This is an optimization exercise on Yosys and OpenROAD, whose aim is small area, not a production implementation. In this exercise RTL edits were held to simulation tests only and were not proved equivalent to the original.

==> flow/design.v, too long to show whole: its modules and the start of the top module <==
// module cordic_sin_cos: 2474 lines
// module cordic_dds: 173 lines
module cordic_dds (
  input             clk,
  input             rst_n,
  input             cfg_vld,
  input      [31:0] cfg_freq_word,
  input      [31:0] cfg_phase_word,
  output reg        sig_vld_o,
  output     [15:0] sin_o,
  output     [15:0] cos_o
);
  // ...
==> flow/run.sh <==
#!/bin/bash
# synth_recipe.tcl (not shown) runs the flow's synth.tcl, then flattens the netlist and writes it again
# the make line also repeats each setting of config.mk as NAME=value (left out here)
make -C /OpenROAD-flow-scripts/flow DESIGN_CONFIG=/design/flow/config.mk WORK_HOME=/design/flow/orfs CLKGATE_MAP_FILE= SYNTH_SCRIPT=/design/flow/synth_recipe.tcl finish
==> flow/config.mk <==
export PLATFORM = sky130hd
export DESIGN_NAME = cordic_dds
export DESIGN_NICKNAME = cordic_dds
export VERILOG_FILES = /design/flow/design.v
export SDC_FILE = /design/flow/constraint.sdc
export NUM_CORES = 4
export LEC_CHECK = 0
export CAP_MARGIN = 20
export CORE_MARGIN = 2
export CORE_UTILIZATION = 40
export SLEW_MARGIN = 20
==> flow/constraint.sdc <==
create_clock -name core_clock -period 5.0 [get_ports {clk}]
set_input_delay 1.0000 -clock core_clock [delete_from_list [all_inputs] [get_ports {clk}]]
set_output_delay 1.0000 -clock core_clock [all_outputs]
set_load 0.01 [all_outputs]
==> summary.txt, run 1 <==
Routing
  • Met1 wire length: 37.4 mm
  • Final WL: roughly 91 mm
  • Routed vias: roughly 27000
  • Max layer used: met4
  • WL met3: between 4 and 5 mm
  • Vias per cell: 4.86

Logic synthesis
  • Syn_area_per_cell: approximately 11 µm²
  • Yosys cell types: 88
  • Post-synth top cells: 663 x dfxtp_1, 614 x inv_1, 441 x fa_1
  • Synth area leaders: dfxtp_1 31%, fa_1 21%, xor2_1 7.4%
  • Post-Synth Simple-Gate Area: 0.0796
  • Most frequent cell after synthesis: dfxtp_1

Global route
  • Largest net degree at the start of global routing: 56
  • Tot GR Track Use: 0.168

Critical path
  • Worst path arrival time: about 5.0 ns
  • CP max stage delay: a little under 0.9 ns
  • Cell family contributing the most delay on the critical path: adder cells
  • Crit path depth: 9
  • CP Launch Type: flop
  • Kind of critical path: flop to flop

Clock network
  • Clock buffer count from CTS: 82
  • Worst skew pair latency: 0.65 ns
  • CTS max path bufs: 3

STA
  • Final Max Tran Viols: 0
  • Clock skew: about 0.046 ns
  • RSZ-0062 raised after global routing: false

Layout
  • Multi-input combinational area share: 0.515
  • Most common cell after layout, fill and taps aside: dfxtp_1
  • Share of layout cells above drive strength 1: 0.0705
  • Inverters excl. clock: 617

Worst hold path
  • Hold Crit Class: flop to flop

Placement
  • Dpl ws: around 0.56 ns
  • DP Cell Count: about 5500
  • Hpwl dp: 70.7 mm

Floorplan
  • Die W: between 300 and 400 µm
  • Starting Density: 0.402

Flow run
  • MaxCap Viol Count: 0

Run status
  • Outcome: complete, no violations
==> inputs of run 2 (changes only) <==
--- a/flow/design.v
+++ b/flow/design.v
@@ -5,94 +5,20 @@
   output [15:0] sin_o
 );
   reg        s_r1;
   reg [18:0] z_0;
   always @(posedge clk) begin
     s_r1 <= angle[19] ^ angle[18];
     z_0  <= angle[18:0];
   end
-  wire [17:0] zn_1;
-  wire [5:0] zn_1_k0;
-  wire [4:0] zn_1_s0;
-  assign zn_1_k0[0] = ~z_0[18];
-  assign zn_1_s0[0] = z_0[0] ^ ~z_0[18] ^ zn_1_k0[0];
-  assign zn_1_k0[1] = (z_0[0] & ~z_0[18]) | (zn_1_k0[0] & (z_0[0] ^ ~z_0[18]));
-  assign zn_1_s0[1] = z_0[1] ^ ~z_0[18] ^ zn_1_k0[1];
-  assign zn_1_k0[2] = (z_0[1] & ~z_0[18]) | (zn_1_k0[1] & (z_0[1] ^ ~z_0[18]));
-  assign zn_1_s0[2] = z_0[2] ^ ~z_0[18] ^ zn_1_k0[2];
-  assign zn_1_k0[3] = (z_0[2] & ~z_0[18]) | (zn_1_k0[2] & (z_0[2] ^ ~z_0[18]));
-  assign zn_1_s0[3] = z_0[3] ^ ~z_0[18] ^ zn_1_k0[3];
-  assign zn_1_k0[4] = (z_0[3] & ~z_0[18]) | (zn_1_k0[3] & (z_0[3] ^ ~z_0[18]));
-  assign zn_1_s0[4] = z_0[4] ^ ~z_0[18] ^ zn_1_k0[4];
-  assign zn_1_k0[5] = (z_0[4] & ~z_0[18]) | (zn_1_k0[4] & (z_0[4] ^ ~z_0[18]));
-  assign zn_1[4:0] = zn_1_s0;
-  wire zn_1_c0 = zn_1_k0[5];
-  wire [5:0] zn_1_k1;
-  wire [4:0] zn_1_s1;
-  assign zn_1_k1[0] = 1'b0;
-  assign zn_1_s1[0] = z_0[5] ^ ~z_0[18] ^ zn_1_k1[0];
-  assign zn_1_k1[1] = (z_0[5] & ~z_0[18]) | (zn_1_k1[0] & (z_0[5] ^ ~z_0[18]));
-  assign zn_1_s1[1] = z_0[6] ^ ~z_0[18] ^ zn_1_k1[1];
-  assign zn_1_k1[2] = (z_0[6] & ~z_0[18]) | (zn_1_k1[1] & (z_0[6] ^ ~z_0[18]));
-  assign zn_1_s1[2] = z_0[7] ^ ~z_0[18] ^ zn_1_k1[2];
-  assign zn_1_k1[3] = (z_0[7] & ~z_0[18]) | (zn_1_k1[2] & (z_0[7] ^ ~z_0[18]));
-  assign zn_1_s1[3] = z_0[8] ^ ~z_0[18] ^ zn_1_k1[3];
-  assign zn_1_k1[4] = (z_0[8] & ~z_0[18]) | (zn_1_k1[3] & (z_0[8] ^ ~z_0[18]));
-  assign zn_1_s1[4] = z_0[9] ^ ~z_0[18] ^ zn_1_k1[4];
-  assign zn_1_k1[5] = (z_0[9] & ~z_0[18]) | (zn_1_k1[4] & (z_0[9] ^ ~z_0[18]));
-  wire [5:0] zn_1_p1;
-  assign zn_1_p1[0] = 1'b1;
-  assign zn_1_p1[1] = zn_1_p1[0] & zn_1_s1[0];
-  assign zn_1_p1[2] = zn_1_p1[1] & zn_1_s1[1];
-  assign zn_1_p1[3] = zn_1_p1[2] & zn_1_s1[2];
-  assign zn_1_p1[4] = zn_1_p1[3] & zn_1_s1[3];
-  assign zn_1_p1[5] = zn_1_p1[4] & zn_1_s1[4];
-  assign zn_1[9:5] = zn_1_s1 ^ (zn_1_p1[4:0] & {5{zn_1_c0}});
-  wire zn_1_c1 = zn_1_k1[5] | (zn_1_c0 & zn_1_p1[5]);
-  wire [5:0] zn_1_k2;
-  wire [4:0] zn_1_s2;
-  assign zn_1_k2[0] = 1'b0;
-  assign zn_1_s2[0] = z_0[10] ^ ~z_0[18] ^ zn_1_k2[0];
-  assign zn_1_k2[1] = (z_0[10] & ~z_0[18]) | (zn_1_k2[0] & (z_0[10] ^ ~z_0[18]));
-  assign zn_1_s2[1] = z_0[11] ^ ~z_0[18] ^ zn_1_k2[1];
-  assign zn_1_k2[2] = (z_0[11] & ~z_0[18]) | (zn_1_k2[1] & (z_0[11] ^ ~z_0[18]));
-  assign zn_1_s2[2] = z_0[12] ^ ~z_0[18] ^ zn_1_k2[2];
-  assign zn_1_k2[3] = (z_0[12] & ~z_0[18]) | (zn_1_k2[2] & (z_0[12] ^ ~z_0[18]));
-  assign zn_1_s2[3] = z_0[13] ^ ~z_0[18] ^ zn_1_k2[3];
-  assign zn_1_k2[4] = (z_0[13] & ~z_0[18]) | (zn_1_k2[3] & (z_0[13] ^ ~z_0[18]));
-  assign zn_1_s2[4] = z_0[14] ^ ~z_0[18] ^ zn_1_k2[4];
-  assign zn_1_k2[5] = (z_0[14] & ~z_0[18]) | (zn_1_k2[4] & (z_0[14] ^ ~z_0[18]));
-  wire [5:0] zn_1_p2;
-  assign zn_1_p2[0] = 1'b1;
-  assign zn_1_p2[1] = zn_1_p2[0] & zn_1_s2[0];
-  assign zn_1_p2[2] = zn_1_p2[1] & zn_1_s2[1];
-  assign zn_1_p2[3] = zn_1_p2[2] & zn_1_s2[2];
-  assign zn_1_p2[4] = zn_1_p2[3] & zn_1_s2[3];
-  assign zn_1_p2[5] = zn_1_p2[4] & zn_1_s2[4];
-  assign zn_1[14:10] = zn_1_s2 ^ (zn_1_p2[4:0] & {5{zn_1_c1}});
-  wire zn_1_c2 = zn_1_k2[5] | (zn_1_c1 & zn_1_p2[5]);
-  wire [3:0] zn_1_k3;
-  wire [2:0] zn_1_s3;
-  assign zn_1_k3[0] = 1'b0;
-  assign zn_1_s3[0] = z_0[15] ^ ~z_0[18] ^ zn_1_k3[0];
-  assign zn_1_k3[1] = (z_0[15] & ~z_0[18]) | (zn_1_k3[0] & (z_0[15] ^ ~z_0[18]));
-  assign zn_1_s3[1] = z_0[16] ^ ~z_0[18] ^ zn_1_k3[1];
-  assign zn_1_k3[2] = (z_0[16] & ~z_0[18]) | (zn_1_k3[1] & (z_0[16] ^ ~z_0[18]));
-  assign zn_1_s3[2] = z_0[17] ^ z_0[18] ^ zn_1_k3[2];
-  assign zn_1_k3[3] = (z_0[17] & z_0[18]) | (zn_1_k3[2] & (z_0[17] ^ z_0[18]));
-  wire [3:0] zn_1_p3;
-  assign zn_1_p3[0] = 1'b1;
-  assign zn_1_p3[1] = zn_1_p3[0] & zn_1_s3[0];
-  assign zn_1_p3[2] = zn_1_p3[1] & zn_1_s3[1];
-  assign zn_1_p3[3] = zn_1_p3[2] & zn_1_s3[2];
-  assign zn_1[17:15] = zn_1_s3 ^ (zn_1_p3[2:0] & {3{zn_1_c2}});
+  wire [17:0] zn_1 = {~z_0[17], z_0[16:0]};
   reg [17:0] z_1;
   reg d_1_r2;
-  always @(posedge clk) begin z_1 <= zn_1; d_1_r2 <= z_0[18]; end
+  always @(posedge clk) begin z_1 <= zn_1[17:0]; d_1_r2 <= z_0[18]; end
   wire [17:0] zn_2;
   wire [5:0] zn_2_k0;
   wire [4:0] zn_2_s0;
   assign zn_2_k0[0] = ~z_1[17];
   assign zn_2_s0[0] = z_1[0] ^ ~z_1[17] ^ zn_2_k0[0];
   assign zn_2_k0[1] = (z_1[0] & ~z_1[17]) | (zn_2_k0[0] & (z_1[0] ^ ~z_1[17]));
   assign zn_2_s0[1] = z_1[1] ^ ~z_1[17] ^ zn_2_k0[1];
   assign zn_2_k0[2] = (z_1[1] & ~z_1[17]) | (zn_2_k0[1] & (z_1[1] ^ ~z_1[17]));
@@ -160,17 +86,17 @@
   wire [3:0] zn_2_p3;
   assign zn_2_p3[0] = 1'b1;
   assign zn_2_p3[1] = zn_2_p3[0] & zn_2_s3[0];
   assign zn_2_p3[2] = zn_2_p3[1] & zn_2_s3[1];
   assign zn_2_p3[3] = zn_2_p3[2] & zn_2_s3[2];
   assign zn_2[17:15] = zn_2_s3 ^ (zn_2_p3[2:0] & {3{zn_2_c2}});
   reg [17:0] z_2;
   reg d_2_r3;
-  always @(posedge clk) begin z_2 <= zn_2; d_2_r3 <= z_1[17]; end
+  always @(posedge clk) begin z_2 <= zn_2[17:0]; d_2_r3 <= z_1[17]; end
   wire [16:0] zn_3;
   wire [5:0] zn_3_k0;
   wire [4:0] zn_3_s0;
   assign zn_3_k0[0] = ~z_2[17];
   assign zn_3_s0[0] = z_2[0] ^ ~z_2[17] ^ zn_3_k0[0];
   assign zn_3_k0[1] = (z_2[0] & ~z_2[17]) | (zn_3_k0[0] & (z_2[0] ^ ~z_2[17]));
   assign zn_3_s0[1] = z_2[1] ^ ~z_2[17] ^ zn_3_k0[1];
   assign zn_3_k0[2] = (z_2[1] & ~z_2[17]) | (zn_3_k0[1] & (z_2[1] ^ ~z_2[17]));
@@ -235,17 +161,17 @@
   assign zn_3_k3[2] = (z_2[16] & ~z_2[17]) | (zn_3_k3[1] & (z_2[16] ^ ~z_2[17]));
   wire [2:0] zn_3_p3;
   assign zn_3_p3[0] = 1'b1;
   assign zn_3_p3[1] = zn_3_p3[0] & zn_3_s3[0];
   assign zn_3_p3[2] = zn_3_p3[1] & zn_3_s3[1];
   assign zn_3[16:15] = zn_3_s3 ^ (zn_3_p3[1:0] & {2{zn_3_c2}});
   reg [16:0] z_3;
   reg d_3_r4;
-  always @(posedge clk) begin z_3 <= zn_3; d_3_r4 <= z_2[17]; end
+  always @(posedge clk) begin z_3 <= zn_3[16:0]; d_3_r4 <= z_2[17]; end
   wire [15:0] zn_4;
   wire [5:0] zn_4_k0;
   wire [4:0] zn_4_s0;
   assign zn_4_k0[0] = ~z_3[16];
   assign zn_4_s0[0] = z_3[0] ^ z_3[16] ^ zn_4_k0[0];
   assign zn_4_k0[1] = (z_3[0] & z_3[16]) | (zn_4_k0[0] & (z_3[0] ^ z_3[16]));
   assign zn_4_s0[1] = z_3[1] ^ ~z_3[16] ^ zn_4_k0[1];
   assign zn_4_k0[2] = (z_3[1] & ~z_3[16]) | (zn_4_k0[1] & (z_3[1] ^ ~z_3[16]));
@@ -307,17 +233,17 @@
   assign zn_4_s3[0] = z_3[15] ^ ~z_3[16] ^ zn_4_k3[0];
   assign zn_4_k3[1] = (z_3[15] & ~z_3[16]) | (zn_4_k3[0] & (z_3[15] ^ ~z_3[16]));
   wire [1:0] zn_4_p3;
   assign zn_4_p3[0] = 1'b1;
   assign zn_4_p3[1] = zn_4_p3[0] & zn_4_s3[0];
   assign zn_4[15:15] = zn_4_s3 ^ (zn_4_p3[0:0] & {1{zn_4_c2}});
   reg [15:0] z_4;
   reg d_4_r5;
-  always @(posedge clk) begin z_4 <= zn_4; d_4_r5 <= z_3[16]; end
+  always @(posedge clk) begin z_4 <= zn_4[15:0]; d_4_r5 <= z_3[16]; end
   wire [14:0] zn_5;
   wire [5:0] zn_5_k0;
   wire [4:0] zn_5_s0;
   assign zn_5_k0[0] = ~z_4[15];
   assign zn_5_s0[0] = z_4[0] ^ z_4[15] ^ zn_5_k0[0];
   assign zn_5_k0[1] = (z_4[0] & z_4[15]) | (zn_5_k0[0] & (z_4[0] ^ z_4[15]));
   assign zn_5_s0[1] = z_4[1] ^ ~z_4[15] ^ zn_5_k0[1];
   assign zn_5_k0[2] = (z_4[1] & ~z_4[15]) | (zn_5_k0[1] & (z_4[1] ^ ~z_4[15]));
@@ -369,17 +295,17 @@
   assign zn_5_p2[1] = zn_5_p2[0] & zn_5_s2[0];
   assign zn_5_p2[2] = zn_5_p2[1] & zn_5_s2[1];
   assign zn_5_p2[3] = zn_5_p2[2] & zn_5_s2[2];
   assign zn_5_p2[4] = zn_5_p2[3] & zn_5_s2[3];
   assign zn_5_p2[5] = zn_5_p2[4] & zn_5_s2[4];
   assign zn_5[14:10] = zn_5_s2 ^ (zn_5_p2[4:0] & {5{zn_5_c1}});
   reg [14:0] z_5;
   reg d_5_r6;
-  always @(posedge clk) begin z_5 <= zn_5; d_5_r6 <= z_4[15]; end
+  always @(posedge clk) begin z_5 <= zn_5[14:0]; d_5_r6 <= z_4[15]; end
   wire [13:0] zn_6;
   wire [5:0] zn_6_k0;
   wire [4:0] zn_6_s0;
   assign zn_6_k0[0] = ~z_5[14];
   assign zn_6_s0[0] = z_5[0] ^ z_5[14] ^ zn_6_k0[0];
   assign zn_6_k0[1] = (z_5[0] & z_5[14]) | (zn_6_k0[0] & (z_5[0] ^ z_5[14]));
   assign zn_6_s0[1] = z_5[1] ^ ~z_5[14] ^ zn_6_k0[1];
   assign zn_6_k0[2] = (z_5[1] & ~z_5[14]) | (zn_6_k0[1] & (z_5[1] ^ ~z_5[14]));
@@ -428,17 +354,17 @@
   assign zn_6_p2[0] = 1'b1;
   assign zn_6_p2[1] = zn_6_p2[0] & zn_6_s2[0];
   assign zn_6_p2[2] = zn_6_p2[1] & zn_6_s2[1];
   assign zn_6_p2[3] = zn_6_p2[2] & zn_6_s2[2];
   assign zn_6_p2[4] = zn_6_p2[3] & zn_6_s2[3];
   assign zn_6[13:10] = zn_6_s2 ^ (zn_6_p2[3:0] & {4{zn_6_c1}});
   reg [13:0] z_6;
   reg d_6_r7;
-  always @(posedge clk) begin z_6 <= zn_6; d_6_r7 <= z_5[14]; end
+  always @(posedge clk) begin z_6 <= zn_6[13:0]; d_6_r7 <= z_5[14]; end
   wire [12:0] zn_7;
   wire [5:0] zn_7_k0;
   wire [4:0] zn_7_s0;
   assign zn_7_k0[0] = ~z_6[13];
   assign zn_7_s0[0] = z_6[0] ^ z_6[13] ^ zn_7_k0[0];
   assign zn_7_k0[1] = (z_6[0] & z_6[13]) | (zn_7_k0[0] & (z_6[0] ^ z_6[13]));
   assign zn_7_s0[1] = z_6[1] ^ z_6[13] ^ zn_7_k0[1];
   assign zn_7_k0[2] = (z_6[1] & z_6[13]) | (zn_7_k0[1] & (z_6[1] ^ z_6[13]));
@@ -484,17 +410,17 @@
   wire [3:0] zn_7_p2;
   assign zn_7_p2[0] = 1'b1;
   assign zn_7_p2[1] = zn_7_p2[0] & zn_7_s2[0];
   assign zn_7_p2[2] = zn_7_p2[1] & zn_7_s2[1];
   assign zn_7_p2[3] = zn_7_p2[2] & zn_7_s2[2];
   assign zn_7[12:10] = zn_7_s2 ^ (zn_7_p2[2:0] & {3{zn_7_c1}});
   reg [12:0] z_7;
   reg d_7_r8;
-  always @(posedge clk) begin z_7 <= zn_7; d_7_r8 <= z_6[13]; end
+  always @(posedge clk) begin z_7 <= zn_7[12:0]; d_7_r8 <= z_6[13]; end
   wire [11:0] zn_8;
   wire [5:0] zn_8_k0;
   wire [4:0] zn_8_s0;
   assign zn_8_k0[0] = ~z_7[12];
   assign zn_8_s0[0] = z_7[0] ^ ~z_7[12] ^ zn_8_k0[0];
   assign zn_8_k0[1] = (z_7[0] & ~z_7[12]) | (zn_8_k0[0] & (z_7[0] ^ ~z_7[12]));
   assign zn_8_s0[1] = z_7[1] ^ ~z_7[12] ^ zn_8_k0[1];
   assign zn_8_k0[2] = (z_7[1] & ~z_7[12]) | (zn_8_k0[1] & (z_7[1] ^ ~z_7[12]));
@@ -537,17 +463,17 @@
   assign zn_8_k2[2] = (z_7[11] & ~z_7[12]) | (zn_8_k2[1] & (z_7[11] ^ ~z_7[12]));
   wire [2:0] zn_8_p2;
   assign zn_8_p2[0] = 1'b1;
   assign zn_8_p2[1] = zn_8_p2[0] & zn_8_s2[0];
   assign zn_8_p2[2] = zn_8_p2[1] & zn_8_s2[1];
   assign zn_8[11:10] = zn_8_s2 ^ (zn_8_p2[1:0] & {2{zn_8_c1}});
   reg [11:0] z_8;
   reg d_8_r9;
-  always @(posedge clk) begin z_8 <= zn_8; d_8_r9 <= z_7[12]; end
+  always @(posedge clk) begin z_8 <= zn_8[11:0]; d_8_r9 <= z_7[12]; end
   wire [10:0] zn_9;
   wire [5:0] zn_9_k0;
   wire [4:0] zn_9_s0;
   assign zn_9_k0[0] = ~z_8[11];
   assign zn_9_s0[0] = z_8[0] ^ ~z_8[11] ^ zn_9_k0[0];
   assign zn_9_k0[1] = (z_8[0] & ~z_8[11]) | (zn_9_k0[0] & (z_8[0] ^ ~z_8[11]));
   assign zn_9_s0[1] = z_8[1] ^ ~z_8[11] ^ zn_9_k0[1];
   assign zn_9_k0[2] = (z_8[1] & ~z_8[11]) | (zn_9_k0[1] & (z_8[1] ^ ~z_8[11]));
@@ -587,17 +513,17 @@
   assign zn_9_s2[0] = z_8[10] ^ ~z_8[11] ^ zn_9_k2[0];
   assign zn_9_k2[1] = (z_8[10] & ~z_8[11]) | (zn_9_k2[0] & (z_8[10] ^ ~z_8[11]));
   wire [1:0] zn_9_p2;
   assign zn_9_p2[0] = 1'b1;
   assign zn_9_p2[1] = zn_9_p2[0] & zn_9_s2[0];
   assign zn_9[10:10] = zn_9_s2 ^ (zn_9_p2[0:0] & {1{zn_9_c1}});
   reg [10:0] z_9;
   reg d_9_r10;
-  always @(posedge clk) begin z_9 <= zn_9; d_9_r10 <= z_8[11]; end
+  always @(posedge clk) begin z_9 <= zn_9[10:0]; d_9_r10 <= z_8[11]; end
   wire [9:0] zn_10;
   wire [5:0] zn_10_k0;
   wire [4:0] zn_10_s0;
   assign zn_10_k0[0] = ~z_9[10];
   assign zn_10_s0[0] = z_9[0] ^ ~z_9[10] ^ zn_10_k0[0];
   assign zn_10_k0[1] = (z_9[0] & ~z_9[10]) | (zn_10_k0[0] & (z_9[0] ^ ~z_9[10]));
   assign zn_10_s0[1] = z_9[1] ^ z_9[10] ^ zn_10_k0[1];
   assign zn_10_k0[2] = (z_9[1] & z_9[10]) | (zn_10_k0[1] & (z_9[1] ^ z_9[10]));
@@ -627,17 +553,17 @@
   assign zn_10_p1[1] = zn_10_p1[0] & zn_10_s1[0];
   assign zn_10_p1[2] = zn_10_p1[1] & zn_10_s1[1];
   assign zn_10_p1[3] = zn_10_p1[2] & zn_10_s1[2];
   assign zn_10_p1[4] = zn_10_p1[3] & zn_10_s1[3];
   assign zn_10_p1[5] = zn_10_p1[4] & zn_10_s1[4];
   assign zn_10[9:5] = zn_10_s1 ^ (zn_10_p1[4:0] & {5{zn_10_c0}});
   reg [9:0] z_10;
   reg d_10_r11;
-  always @(posedge clk) begin z_10 <= zn_10; d_10_r11 <= z_9[10]; end
+  always @(posedge clk) begin z_10 <= zn_10[9:0]; d_10_r11 <= z_9[10]; end
   wire [8:0] zn_11;
   wire [5:0] zn_11_k0;
   wire [4:0] zn_11_s0;
   assign zn_11_k0[0] = ~z_10[9];
   assign zn_11_s0[0] = z_10[0] ^ z_10[9] ^ zn_11_k0[0];
   assign zn_11_k0[1] = (z_10[0] & z_10[9]) | (zn_11_k0[0] & (z_10[0] ^ z_10[9]));
   assign zn_11_s0[1] = z_10[1] ^ z_10[9] ^ zn_11_k0[1];
   assign zn_11_k0[2] = (z_10[1] & z_10[9]) | (zn_11_k0[1] & (z_10[1] ^ z_10[9]));
@@ -664,17 +590,17 @@
   assign zn_11_p1[0] = 1'b1;
   assign zn_11_p1[1] = zn_11_p1[0] & zn_11_s1[0];
   assign zn_11_p1[2] = zn_11_p1[1] & zn_11_s1[1];
   assign zn_11_p1[3] = zn_11_p1[2] & zn_11_s1[2];
   assign zn_11_p1[4] = zn_11_p1[3] & zn_11_s1[3];
   assign zn_11[8:5] = zn_11_s1 ^ (zn_11_p1[3:0] & {4{zn_11_c0}});
   reg [8:0] z_11;
   reg d_11_r12;
-  always @(posedge clk) begin z_11 <= zn_11; d_11_r12 <= z_10[9]; end
+  always @(posedge clk) begin z_11 <= zn_11[8:0]; d_11_r12 <= z_10[9]; end
   wire [7:0] zn_12;
   wire [5:0] zn_12_k0;
   wire [4:0] zn_12_s0;
   assign zn_12_k0[0] = ~z_11[8];
   assign zn_12_s0[0] = z_11[0] ^ z_11[8] ^ zn_12_k0[0];
   assign zn_12_k0[1] = (z_11[0] & z_11[8]) | (zn_12_k0[0] & (z_11[0] ^ z_11[8]));
   assign zn_12_s0[1] = z_11[1] ^ ~z_11[8] ^ zn_12_k0[1];
   assign zn_12_k0[2] = (z_11[1] & ~z_11[8]) | (zn_12_k0[1] & (z_11[1] ^ ~z_11[8]));
@@ -698,17 +624,17 @@
   wire [3:0] zn_12_p1;
   assign zn_12_p1[0] = 1'b1;
   assign zn_12_p1[1] = zn_12_p1[0] & zn_12_s1[0];
   assign zn_12_p1[2] = zn_12_p1[1] & zn_12_s1[1];
   assign zn_12_p1[3] = zn_12_p1[2] & zn_12_s1[2];
   assign zn_12[7:5] = zn_12_s1 ^ (zn_12_p1[2:0] & {3{zn_12_c0}});
   reg [7:0] z_12;
   reg d_12_r13;
-  always @(posedge clk) begin z_12 <= zn_12; d_12_r13 <= z_11[8]; end
+  always @(posedge clk) begin z_12 <= zn_12[7:0]; d_12_r13 <= z_11[8]; end
   wire [6:0] zn_13;
   wire [5:0] zn_13_k0;
   wire [4:0] zn_13_s0;
   assign zn_13_k0[0] = ~z_12[7];
   assign zn_13_s0[0] = z_12[0] ^ z_12[7] ^ zn_13_k0[0];
   assign zn_13_k0[1] = (z_12[0] & z_12[7]) | (zn_13_k0[0] & (z_12[0] ^ z_12[7]));
   assign zn_13_s0[1] = z_12[1] ^ ~z_12[7] ^ zn_13_k0[1];
   assign zn_13_k0[2] = (z_12[1] & ~z_12[7]) | (zn_13_k0[1] & (z_12[1] ^ ~z_12[7]));
@@ -727,65 +653,53 @@
   assign zn_13_k1[1] = (z_12[5] & z_12[7]) | (zn_13_k1[0] & (z_12[5] ^ z_12[7]));
   assign zn_13_s1[1] = z_12[6] ^ ~z_12[7] ^ zn_13_k1[1];
   assign zn_13_k1[2] = (z_12[6] & ~z_12[7]) | (zn_13_k1[1] & (z_12[6] ^ ~z_12[7]));
   wire [2:0] zn_13_p1;
   assign zn_13_p1[0] = 1'b1;
   assign zn_13_p1[1] = zn_13_p1[0] & zn_13_s1[0];
   assign zn_13_p1[2] = zn_13_p1[1] & zn_13_s1[1];
   assign zn_13[6:5] = zn_13_s1 ^ (zn_13_p1[1:0] & {2{zn_13_c0}});
-  reg [6:0] z_13;
+  reg [6:1] z_13;
   reg d_13_r14;
-  always @(posedge clk) begin z_13 <= zn_13; d_13_r14 <= z_12[7]; end
-  wire [5:0] zn_14;
+  always @(posedge clk) begin z_13 <= zn_13[6:1]; d_13_r14 <= z_12[7]; end
+  wire [4:0] zn_14;
   wire [5:0] zn_14_k0;
   wire [4:0] zn_14_s0;
   assign zn_14_k0[0] = ~z_13[6];
-  assign zn_14_s0[0] = z_13[0] ^ ~z_13[6] ^ zn_14_k0[0];
-  assign zn_14_k0[1] = (z_13[0] & ~z_13[6]) | (zn_14_k0[0] & (z_13[0] ^ ~z_13[6]));
-  assign zn_14_s0[1] = z_13[1] ^ ~z_13[6] ^ zn_14_k0[1];
-  assign zn_14_k0[2] = (z_13[1] & ~z_13[6]) | (zn_14_k0[1] & (z_13[1] ^ ~z_13[6]));
-  assign zn_14_s0[2] = z_13[2] ^ z_13[6] ^ zn_14_k0[2];
-  assign zn_14_k0[3] = (z_13[2] & z_13[6]) | (zn_14_k0[2] & (z_13[2] ^ z_13[6]));
-  assign zn_14_s0[3] = z_13[3] ^ ~z_13[6] ^ zn_14_k0[3];
-  assign zn_14_k0[4] = (z_13[3] & ~z_13[6]) | (zn_14_k0[3] & (z_13[3] ^ ~z_13[6]));
-  assign zn_14_s0[4] = z_13[4] ^ z_13[6] ^ zn_14_k0[4];
-  assign zn_14_k0[5] = (z_13[4] & z_13[6]) | (zn_14_k0[4] & (z_13[4] ^ z_13[6]));
+  assign zn_14_s0[0] = z_13[1] ^ ~z_13[6] ^ zn_14_k0[0];
+  assign zn_14_k0[1] = (z_13[1] & ~z_13[6]) | (zn_14_k0[0] & (z_13[1] ^ ~z_13[6]));
+  assign zn_14_s0[1] = z_13[2] ^ z_13[6] ^ zn_14_k0[1];
+  assign zn_14_k0[2] = (z_13[2] & z_13[6]) | (zn_14_k0[1] & (z_13[2] ^ z_13[6]));
+  assign zn_14_s0[2] = z_13[3] ^ ~z_13[6] ^ zn_14_k0[2];
+  assign zn_14_k0[3] = (z_13[3] & ~z_13[6]) | (zn_14_k0[2] & (z_13[3] ^ ~z_13[6]));
+  assign zn_14_s0[3] = z_13[4] ^ z_13[6] ^ zn_14_k0[3];
+  assign zn_14_k0[4] = (z_13[4] & z_13[6]) | (zn_14_k0[3] & (z_13[4] ^ z_13[6]));
+  assign zn_14_s0[4] = z_13[5] ^ ~z_13[6] ^ zn_14_k0[4];
+  assign zn_14_k0[5] = (z_13[5] & ~z_13[6]) | (zn_14_k0[4] & (z_13[5] ^ ~z_13[6]));
   assign zn_14[4:0] = zn_14_s0;
-  wire zn_14_c0 = zn_14_k0[5];
-  wire [1:0] zn_14_k1;
-  wire [0:0] zn_14_s1;
-  assign zn_14_k1[0] = 1'b0;
-  assign zn_14_s1[0] = z_13[5] ^ ~z_13[6] ^ zn_14_k1[0];
-  assign zn_14_k1[1] = (z_13[5] & ~z_13[6]) | (zn_14_k1[0] & (z_13[5] ^ ~z_13[6]));
-  wire [1:0] zn_14_p1;
-  assign zn_14_p1[0] = 1'b1;
-  assign zn_14_p1[1] = zn_14_p1[0] & zn_14_s1[0];
-  assign zn_14[5:5] = zn_14_s1 ^ (zn_14_p1[0:0] & {1{zn_14_c0}});
-  reg [5:0] z_14;
+  reg [5:1] z_14;
   reg d_14_r15;
-  always @(posedge clk) begin z_14 <= zn_14; d_14_r15 <= z_13[6]; end
-  wire [4:0] zn_15;
-  wire [5:0] zn_15_k0;
-  wire [4:0] zn_15_s0;
+  always @(posedge clk) begin z_14 <= zn_14[4:0]; d_14_r15 <= z_13[6]; end
+  wire [3:0] zn_15;
+  wire [4:0] zn_15_k0;
+  wire [3:0] zn_15_s0;
   assign zn_15_k0[0] = ~z_14[5];
-  assign zn_15_s0[0] = z_14[0] ^ ~z_14[5] ^ zn_15_k0[0];
-  assign zn_15_k0[1] = (z_14[0] & ~z_14[5]) | (zn_15_k0[0] & (z_14[0] ^ ~z_14[5]));
-  assign zn_15_s0[1] = z_14[1] ^ z_14[5] ^ zn_15_k0[1];
-  assign zn_15_k0[2] = (z_14[1] & z_14[5]) | (zn_15_k0[1] & (z_14[1] ^ z_14[5]));
-  assign zn_15_s0[2] = z_14[2] ^ ~z_14[5] ^ zn_15_k0[2];
-  assign zn_15_k0[3] = (z_14[2] & ~z_14[5]) | (zn_15_k0[2] & (z_14[2] ^ ~z_14[5]));
-  assign zn_15_s0[3] = z_14[3] ^ z_14[5] ^ zn_15_k0[3];
-  assign zn_15_k0[4] = (z_14[3] & z_14[5]) | (zn_15_k0[3] & (z_14[3] ^ z_14[5]));
-  assign zn_15_s0[4] = z_14[4] ^ ~z_14[5] ^ zn_15_k0[4];
-  assign zn_15_k0[5] = (z_14[4] & ~z_14[5]) | (zn_15_k0[4] & (z_14[4] ^ ~z_14[5]));
-  assign zn_15[4:0] = zn_15_s0;
-  reg [4:0] z_15;
+  assign zn_15_s0[0] = z_14[1] ^ z_14[5] ^ zn_15_k0[0];
+  assign zn_15_k0[1] = (z_14[1] & z_14[5]) | (zn_15_k0[0] & (z_14[1] ^ z_14[5]));
+  assign zn_15_s0[1] = z_14[2] ^ ~z_14[5] ^ zn_15_k0[1];
+  assign zn_15_k0[2] = (z_14[2] & ~z_14[5]) | (zn_15_k0[1] & (z_14[2] ^ ~z_14[5]));
+  assign zn_15_s0[2] = z_14[3] ^ z_14[5] ^ zn_15_k0[2];
+  assign zn_15_k0[3] = (z_14[3] & z_14[5]) | (zn_15_k0[2] & (z_14[3] ^ z_14[5]));
+  assign zn_15_s0[3] = z_14[4] ^ ~z_14[5] ^ zn_15_k0[3];
+  assign zn_15_k0[4] = (z_14[4] & ~z_14[5]) | (zn_15_k0[3] & (z_14[4] ^ ~z_14[5]));
+  assign zn_15[3:0] = zn_15_s0;
+  reg [4:4] z_15;
   reg d_15_r16;
-  always @(posedge clk) begin z_15 <= zn_15; d_15_r16 <= z_14[5]; end
+  always @(posedge clk) begin z_15 <= zn_15[3:3]; d_15_r16 <= z_14[5]; end
   reg d_16_r17;
   always @(posedge clk) d_16_r17 <= z_15[4];
   reg s_r2;
   always @(posedge clk) s_r2 <= s_r1;
   reg s_r3;
   always @(posedge clk) s_r3 <= s_r2;
   reg s_r4;
   always @(posedge clk) s_r4 <= s_r3;
==> flow/flow/run.sh (new file) <==
#!/bin/bash
# Layout flow: the standard ORFS flow (standard.sh), with these changes:
#  - Yosys's synth runs without its internal "abc -fast" (SYNTH_ARGS=-noabc), so the
#    full adders are extracted from the RTL's own ripple-carry structure, without the
#    inverters that the early ABC pass's polarity choices leave around them;
#  - clock tree synthesis uses clkbuf_4 buffers and inserts no dummy loads;
#  - the port buffers are buf_1 cells.
# Everything else (floorplan, power grid, tap cells, placement, routing, repair) is the
# standard flow. The full output of the ORFS run is in standard.log beside this script's
# work folder, and each ORFS step keeps its own log under orfs/logs/.
set -o pipefail
bash standard.sh \
  SYNTH_ARGS=-noabc \
  "CTS_ARGS=-sink_clustering_enable -repair_clock_nets -dont_use_dummy_load -buf_list sky130_fd_sc_hd__clkbuf_4" \
  "BUFFER_PORTS_ARGS=-buffer_cell sky130_fd_sc_hd__buf_1" \
  finish > standard.log 2>&1
==> flow/standard.sh (new file) <==
#!/bin/bash
# synth_recipe.tcl (not shown) runs the flow's synth.tcl, then flattens the netlist and writes it again
# the make line also repeats each setting of config.mk as NAME=value (left out here)
make -C /OpenROAD-flow-scripts/flow DESIGN_CONFIG=/design/flow/config.mk WORK_HOME=/design/flow/orfs CLKGATE_MAP_FILE= SYNTH_SCRIPT=/design/flow/synth_recipe.tcl "${@:-finish}"
removed: flow/run.sh
==> run 2 against run 1 <==
Critical path type unchanged. Cell area is 11% lower. Sequential share of layout area rose by 3.7 points. Worst hold slack got worse by 0.11 ns. Die area shrank 7.0%. Via count shrank 9.9%. Synthesized cell count shrank 14%. Register-to-register slack improved by 0.09 ns. Setup slack gained 0.089 ns.
==> summary.txt, run 2 <==
Logic synthesis
  • Post-synthesis async set-or-reset flop share: 0.0956
  • Yosys cell types: 80 (-9.1%)
  • Syn Nets: between 4000 and 5000
  • Synth area leaders: dfxtp_1 33%, fa_1 23%, xor2_1 6.7%
  • Post-synthesis sequential area ratio: 0.377
  • Most frequent cell after synthesis: dfxtp_1
  • Ys Warns: 2
  • Post-synth top cells: 662 x dfxtp_1, 451 x fa_1, 305 x xor2_1
  • Number of synthesized flops with an enable pin: 0
  • Post-synthesis cell count: roughly 3500
  • Synth top area share: 0.333
  • Mapped Area: approximately 40000 µm²
  • Post-synth top area cell: dfxtp_1
  • Syn_area_per_cell: 11.5 µm² (+8.0%)
  • Yosys reg bits: between 700 and 800
  • Most used DFF post-synth: dfxtp_1

Floorplan
  • Core Region: 98600 µm²
  • Row count: roughly 120
  • # IOs: 100
  • Height of the chip: 320 µm
  • Die W: 320 µm (-3.6%)
  • Starting Density: 0.404 (+0.00257)
  • Die ar.: 102000 µm²

STA
  • Slew margin rel.: 0.257
  • Final setup violation count: 0
  • Tmin final: 4.33 ns
  • Final hold violations: 0
  • Clock skew: 0.115 ns (+0.0697 ns)
  • RSZ-0062 raised after global routing: false
  • Final Max Tran Viols: 0 (unchanged)
  • Achievable Freq: roughly 230 MHz
  • Tcrit/Tclk final: 0.865
  • Setup TNS: 0 ns
  • Worst Tran Pin Value: approximately 1.1 ns

Flow run
  • MaxCap Viol Count: 0 (unchanged)

Run status
  • Outcome: complete, no violations

Routing
  • Drt drc: 0
  • Antenna-violating nets left: 0
  • Vias per cell: 4.95 (+2.0%)
  • Drt first pass iters: 6
  • WL/cell: around 16 µm
  • Routed vias: 24500 (-9.9%)
  • Initial DRC Count: 1465
  • Final WL: 79.0 mm (-13%)

Clock network
  • Post-CTS sizing: 0
  • CTS max path bufs: 3 (unchanged)
  • Worst skew pair latency: 0.95 ns (+0.30 ns)
  • Clock Sinks: 732
  • Clock buffer count from CTS: 187 (+130%)
  • Clock slew at reported path FFs: 0.06 ns
  • Htree depth: 4
  • Post-CTS setup buffers: 0
  • Cts hold-fix bufs: 0
  • TritonCTS clock tree: yes
  • Clock root cell: clkbuf_4

Layout
  • Most common cell after layout, fill and taps aside: dfxtp_1
  • Leading registers by flop count: add_freq_wd (32), phase_accum (32)
  • Nets: 4390
  • Highest-count cells in the layout ignoring fill and taps: 654 x dfxtp_1, 451 x fa_1, 301 x xor2_1
  • Share of layout cells above drive strength 1: 0.0993 (+0.0289)
  • Fillers: roughly 9300
  • Area growth syn-to-layout: 8.52%
  • Final non-filler cell total: between 4000 and 5000

Placement
  • Hpwl dp: 60.3 mm (-15%)
  • DP Cell Count: 4764 (-13%)
  • Number of port buffers: just under 100
  • RePlAce Congestion: 0.942

Critical path
  • Kind of critical path: flop to flop
  • Worst path arrival time: 5.13 ns (+0.16 ns)
  • Worst EP required: slightly below 6 ns
  • CP Launch Type: flop
  • Critical Path End Type: flop
  • Worst-path maximum fanout: 6

Global route
  • Initial antenna violation count: 3
  • Tot GR Track Use: 0.160 (-0.00799)
  • Largest net degree at the start of global routing: 64 (+14%)
  • Vias in the first global route: between 20000 and 30000
  • First-pass GRT wire length: ~130 mm
  • GR Overflow Total: 0

Worst hold path
  • Hold Crit Class: input pin to flop
run 2: cell count changes after synthesis, sizes merged, moves of 23 or more:
cell,delta
nand2,+33
o31ai,-29
xnor2,+88
and4,+41
ha,-36
and2,-23
o21ai,-47
xor2,-55
a21oi,+26
nor2,-34
and3,+34
inv,-375
nor3b,-26
mux2i,-35
run 2: per-layer routing:
layer,track usage,share of wire
met5,0,0
met4,0.0899,0.047
met3,0.0327,0.060
met2,0.292,0.52
met1,0.172,0.37
run 2: metrics by stage:
stage           util  hold WS [ns]  area, µm²  setup WS, ns
3_5_place_dp   0.424         0.312      41800         0.632
5_1_grt        0.439         0.118      43200         0.394
4_1_cts        0.438        0.0555      43200         0.625
6_report       0.439         0.208      43200         0.674
2_1_floorplan      -         0.310      39800         0.278
3_3_place_gp   0.424         0.311      41800         0.686
run 2: critical path, stage by stage, from the launching register on:
cell and delay (ns):
dfxtp_1 0.31, inv_1 0.19, ha_1 0.27, inv_1 0.06, ha_1 0.13, nor2_1 0.05, fa_1 0.44, fa_1 0.47
fa_1 0.48, fa_1 0.44, and4bb_2 0.34, a31o_2 0.19, nand3_1 0.13, o41ai_1 0.40, ha_1 0.31
run 2: final timing paths:
kind                            slack, ns                           to                startpoint  cells after the start
worst max-delay path                 0.67     u_cordic.z_2[15]$_DFF_P_  u_cordic.z_1[17]$_DFF_P_                     14
max in group asynchronous            3.55   add_freq_wd[2]$_DFFE_PN1P_                     rst_n                      3
worst max register to register       0.67     u_cordic.z_2[15]$_DFF_P_  u_cordic.z_1[17]$_DFF_P_                     14
worst min-delay path                 0.21    phase_accum[22]$_DFF_PN0_        cfg_phase_word[22]                      3
worst min register to register       0.26      u_cordic.d_3_r7$_DFF_P_   u_cordic.d_3_r6$_DFF_P_                      0
min in group asynchronous            0.56  add_freq_wd[24]$_DFFE_PN0P_                     rst_n                      2
run 2: cells by family after synthesis:
group                    synth area share
adder cells (fa/ha/maj)             0.291
flip-flops                          0.377
AO/OA/AOI/OAI                      0.0776
AND/OR/NAND/NOR                    0.0707
XOR/XNOR                            0.134
multiplexers                       0.0127
buffers and inverters              0.0373
run 2: area by class of cell:
class                           instances  area, µm²  area share
Sequential cell                       732      15000       0.348
Multi-Input combinational cell       2342      23400       0.542
Clock buffer                          187       1400      0.0325
Inverter                              243        912      0.0211
Tap cell                             1287       1610      0.0372
Timing Repair Buffer                  161        857      0.0198
Antenna cell                            2       5.00    0.000116
==> inputs of run 3 (changes only) <==
==> flow/run.sh (new file) <==
#!/bin/bash
# synth_recipe.tcl (not shown) runs the flow's synth.tcl, then flattens the netlist and writes it again
# the make line also repeats each setting of config.mk as NAME=value (left out here)
make -C /OpenROAD-flow-scripts/flow DESIGN_CONFIG=/design/flow/config.mk WORK_HOME=/design/flow/orfs CLKGATE_MAP_FILE= SYNTH_SCRIPT=/design/flow/synth_recipe.tcl finish
--- a/flow/config.mk
+++ b/flow/config.mk
@@ -8,4 +8,5 @@
 export CAP_MARGIN = 20
 export CORE_MARGIN = 2
 export CORE_UTILIZATION = 40
+export CTS_BUF_LIST = sky130_fd_sc_hd__clkbuf_4
 export SLEW_MARGIN = 20
removed: flow/flow/run.sh
removed: flow/standard.sh
==> run 3 against run 2 <==
Worst hold slack better by 0.11 ns. Maximum frequency down 4.9%. Via count up 11%. Flip-flop and latch count unchanged. Clock skew down 0.048 ns. Area after synthesis up 5.4%. Final cell count up 14%. Critical endpoint is now u_cordic.y_11[16]$_DFF_P_.
==> summary.txt, run 3 <==
Run status
  • Outcome: complete, no violations

STA
  • Final hold violations: 0 (unchanged)
  • Clock skew: 0.0671 ns (-0.0481 ns)
  • Tmin final: 4.55 ns (+0.221 ns)
  • Slew margin rel.: 0.327 (+0.0701)
  • Final setup violation count: 0 (unchanged)
  • Worst Tran Pin Value: 1.01 ns (-0.105 ns)
  • RSZ-0062 raised after global routing: false
  • Final WS setup: 0.453 ns (-0.221 ns)
  • Achievable Freq: 220 MHz (-4.9%)
  • Setup TNS: 0 ns (unchanged)
  • Final Max Tran Viols: 0 (unchanged)
  • Tcrit/Tclk final: 0.909 (+0.0442)

Logic synthesis
  • Syn Nets: 4604 (+10%)
  • Mapped Area: 42000 µm² (+5.4%)
  • Yosys reg bits: 732 (unchanged)
  • Syn_area_per_cell: 10.8 µm² (-6.1%)
  • Post-synthesis sequential area ratio: 0.357 (-0.0194)
  • Ys Warns: 2 (unchanged)
  • Post-synthesis async set-or-reset flop share: 0.0956 (unchanged)
  • Most frequent cell after synthesis: dfxtp_1
  • Synth top area share: 0.315 (-0.0171)
  • Post-synth top cells: 662 x dfxtp_1, 612 x inv_1, 427 x fa_1
  • Yosys cell types: 87 (+8.8%)
  • Most used DFF post-synth: dfxtp_1
  • Synth area leaders: dfxtp_1 32%, fa_1 20%, ha_1 6.8%
  • Post-synth top area cell: dfxtp_1
  • Post-synthesis cell count: 3880 (+12%)
  • Number of synthesized flops with an enable pin: 0 (unchanged)

Critical path
  • CP Launch Type: flop
  • Cell family contributing the most delay on the critical path: adder cells
  • CP max stage delay: 0.82 ns (+0.34 ns)
  • Worst path arrival time: 5.50 ns (+0.37 ns)
  • Critical Path End Type: flop
  • Worst reg2reg setup slack: 0.45 ns (-0.22 ns)
  • Slowest stage cell, crit path: dfxtp_1
  • CP most frequent cell: fa_1
  • Kind of critical path: flop to flop
  • Worst-path maximum fanout: 13 (+7)
  • Crit-path cells: buf_4, xor2_1, fa_1, inv_1, fa_1, fa_1, fa_1, nand3b_1, o32ai_1, nor2b_1, nand2b_1, o21ai_0, ha_1, xor2_1
  • Buf/Inv on CP: 2 (unchanged)
  • Worst EP required: 5.95 ns (+0.15 ns)

Layout
  • Highest-count cells in the layout ignoring fill and taps: 657 x dfxtp_1, 612 x inv_1, 427 x fa_1
  • Final non-filler cell total: 5657 (+14%)
  • Finished Cell Area: 47200 µm² (+9.1%)
  • Area growth syn-to-layout: 12.3%
  • Most common cell after layout, fill and taps aside: dfxtp_1
  • Nets: 4846 (+10%)
  • Leading registers by flop count: add_freq_wd (32), phase_accum (32)
  • Share of layout cells above drive strength 1: 0.114 (+0.0145)
  • Final Core Density: 0.454 (+0.0157)

Clock network
  • TritonCTS clock tree: yes
  • Clock buffer count from CTS: 192 (+2.7%)
  • Clock root cell: clkbuf_4
  • Worst skew pair latency: 1.05 ns (+0.10 ns)
  • CTS max path bufs: 3 (unchanged)
  • Post-CTS setup buffers: 0 (unchanged)
  • Htree depth: 4 (unchanged)
  • Clock Sinks: 732 (unchanged)
  • Clock slew at reported path FFs: 0.07 ns (about the same)

Floorplan
  • Row count: 118 (+2.6%)
  • Core Region: 104000 µm² (+5.3%)
  • Starting Density: 0.405 (+0.000488)
  • Die ar.: 108000 µm² (+5.4%)
  • # IOs: 100 (unchanged)
  • Die W: 328 µm (+2.6%)
  • Height of the chip: 328 µm (+2.6%)

Placement
  • RePlAce Congestion: 0.960 (+1.9%)
  • Number of port buffers: 99 (unchanged)
  • Dpl ws: 0.278 ns (-0.354 ns)
  • DP Cell Count: 5307 (+11%)
  • Placed Area: 44800 µm² (+7.1%)
  • Hpwl dp: 69.4 mm (+15%)

Routing
  • Vias per cell: 4.79 (-3.2%)
  • Drt drc: 0 (unchanged)
  • Final WL: 89.4 mm (+13%)
  • Initial DRC Count: 1610 (+9.9%)
  • WL/cell: 15.8 µm (-0.83%)
  • Drt first pass iters: 5 (-1)
  • Antenna-violating nets left: 0 (unchanged)
  • Routed vias: 27100 (+11%)

Worst hold path
  • Hold Crit Class: flop to flop

Global route
  • Initial antenna violation count: 3 (unchanged)
  • GR Overflow Total: 0 (unchanged)
  • Vias in the first global route: 28500 (+9.1%)
  • Tot GR Track Use: 0.172 (+0.0118)
  • First-pass GRT wire length: 146 mm (+12%)
  • Largest net degree at the start of global routing: 157 (+150%)

Flow run
  • MaxCap Viol Count: 0 (unchanged)
==> run 3: changes by cell type in the layout (fill, tap and decap cells not counted), moves of 48 or more <==
| cell | change |
|---|---|
| buf_1 | -97 |
| inv_1 | +373 |
| nor2_1 | +57 |
| clkinv_1 | +48 |
| clkdlybuf4s50_1 | +97 |
| clkbuf_4 | +84 |
| xnor2_1 | -62 |
==> run 3: repair_timing <==
action | CTS | global route
setup endpoints to repair | 0 | 1
resized for setup | 0 | 1
hold endpoints to repair | 0 | 35
hold buffers | 0 | 1
==> run 3: worst paths after layout <==
check	cells after the start	startpoint	endpoint
max	14	u_cordic.d_11_r12$_DFF_P_	u_cordic.y_11[16]$_DFF_P_
min	0	u_cordic.d_1_r4$_DFF_P_	u_cordic.d_1_r5$_DFF_P_
max reg2reg	14	u_cordic.d_11_r12$_DFF_P_	u_cordic.y_11[16]$_DFF_P_
min reg2reg	0	u_cordic.d_1_r4$_DFF_P_	u_cordic.d_1_r5$_DFF_P_
max in group asynchronous	3	rst_n	add_freq_wd[1]$_DFFE_PN1P_
min in group asynchronous	2	rst_n	add_freq_wd[20]$_DFFE_PN0P_
==> run 3: area by class of cell <==
| class | count | area, µm² |
|---|---|---|
| clock buffer | 271 | 2030 |
| inverter | 615 | 2310 |
| timing repair buffer | 170 | 1530 |
| antenna | 8 | 20.0 |
| sequential | 732 | 15000 |
| fill | 9882 | 56600 |
| clock inverter | 70 | 314 |
| tap | 1380 | 1730 |
| multi-input combinational | 2411 | 24200 |
==> run 3: worst register-to-register path, delay by kind of cell (launching register included) <==
family          cells  cell delay [ns]
fa+ha+maj           5             1.76
flops               1             0.82
compound gates      2             0.61
simple gates        3             0.55
buf+inv             2             0.37
xor+xnor            2             0.36
==> run 3: cell families after synthesis <==
kind of cell	Yosys count	synth area share
muxes	88	0.0323
DFF	732	0.357
buffers and inverters	737	0.0666
xor gates and xnor gates	555	0.116
AOI/OAI and AO/OA	482	0.0791
and+or+nand+nor	629	0.0769
adders and majority gates	657	0.272
==> run 3: through the flow <==
stage                     hold slack (ns)
after detailed placement            0.312
after floorplan                     0.310
after CTS                         0.00520
final                               0.322
after global routing                0.327
after global placement              0.310
==> run 3: metal layers <==
layer | GRT usage | wire [µm] | share of wire
met5 | 0 | 10 | 0.00011
met4 | 0.0865 | 4080 | 0.046
met3 | 0.0421 | 5440 | 0.061
met2 | 0.303 | 45100 | 0.50
met1 | 0.193 | 34800 | 0.39

[what the ideal ports hide]
The results above use ideal ports. As a check the final layouts listed here were re-extracted and re-timed, cells and wires unchanged. Step 1, drivers: a clkbuf_16 drives clk and a buf_2 each remaining input, both assumed. Step 2 adds t to the input delays and takes it off the output delays; t is the mean of the earliest and latest rising clock arrival at the registers after step 1. Input paths then give back, and output paths get back, about the clock's delay inside the block. a / b / c = no drivers / after step 1 / after step 2; a / b = the first two.
| run | shift t [ns] | setup WS [ns] | clock arrival spread, ns |
|---|---|---|---|
| run 1 | 0.693 | 0.585 / 0.585 / 0.585 | 0.047 / 0.046 |
| run 2 | 0.984 | 0.674 / 0.674 / 0.674 | 0.159 / 0.159 |
| run 3 | 1.081 | 0.453 / 0.453 / 0.453 | 0.072 / 0.072 |
After both steps setup and hold are still met in every run listed.
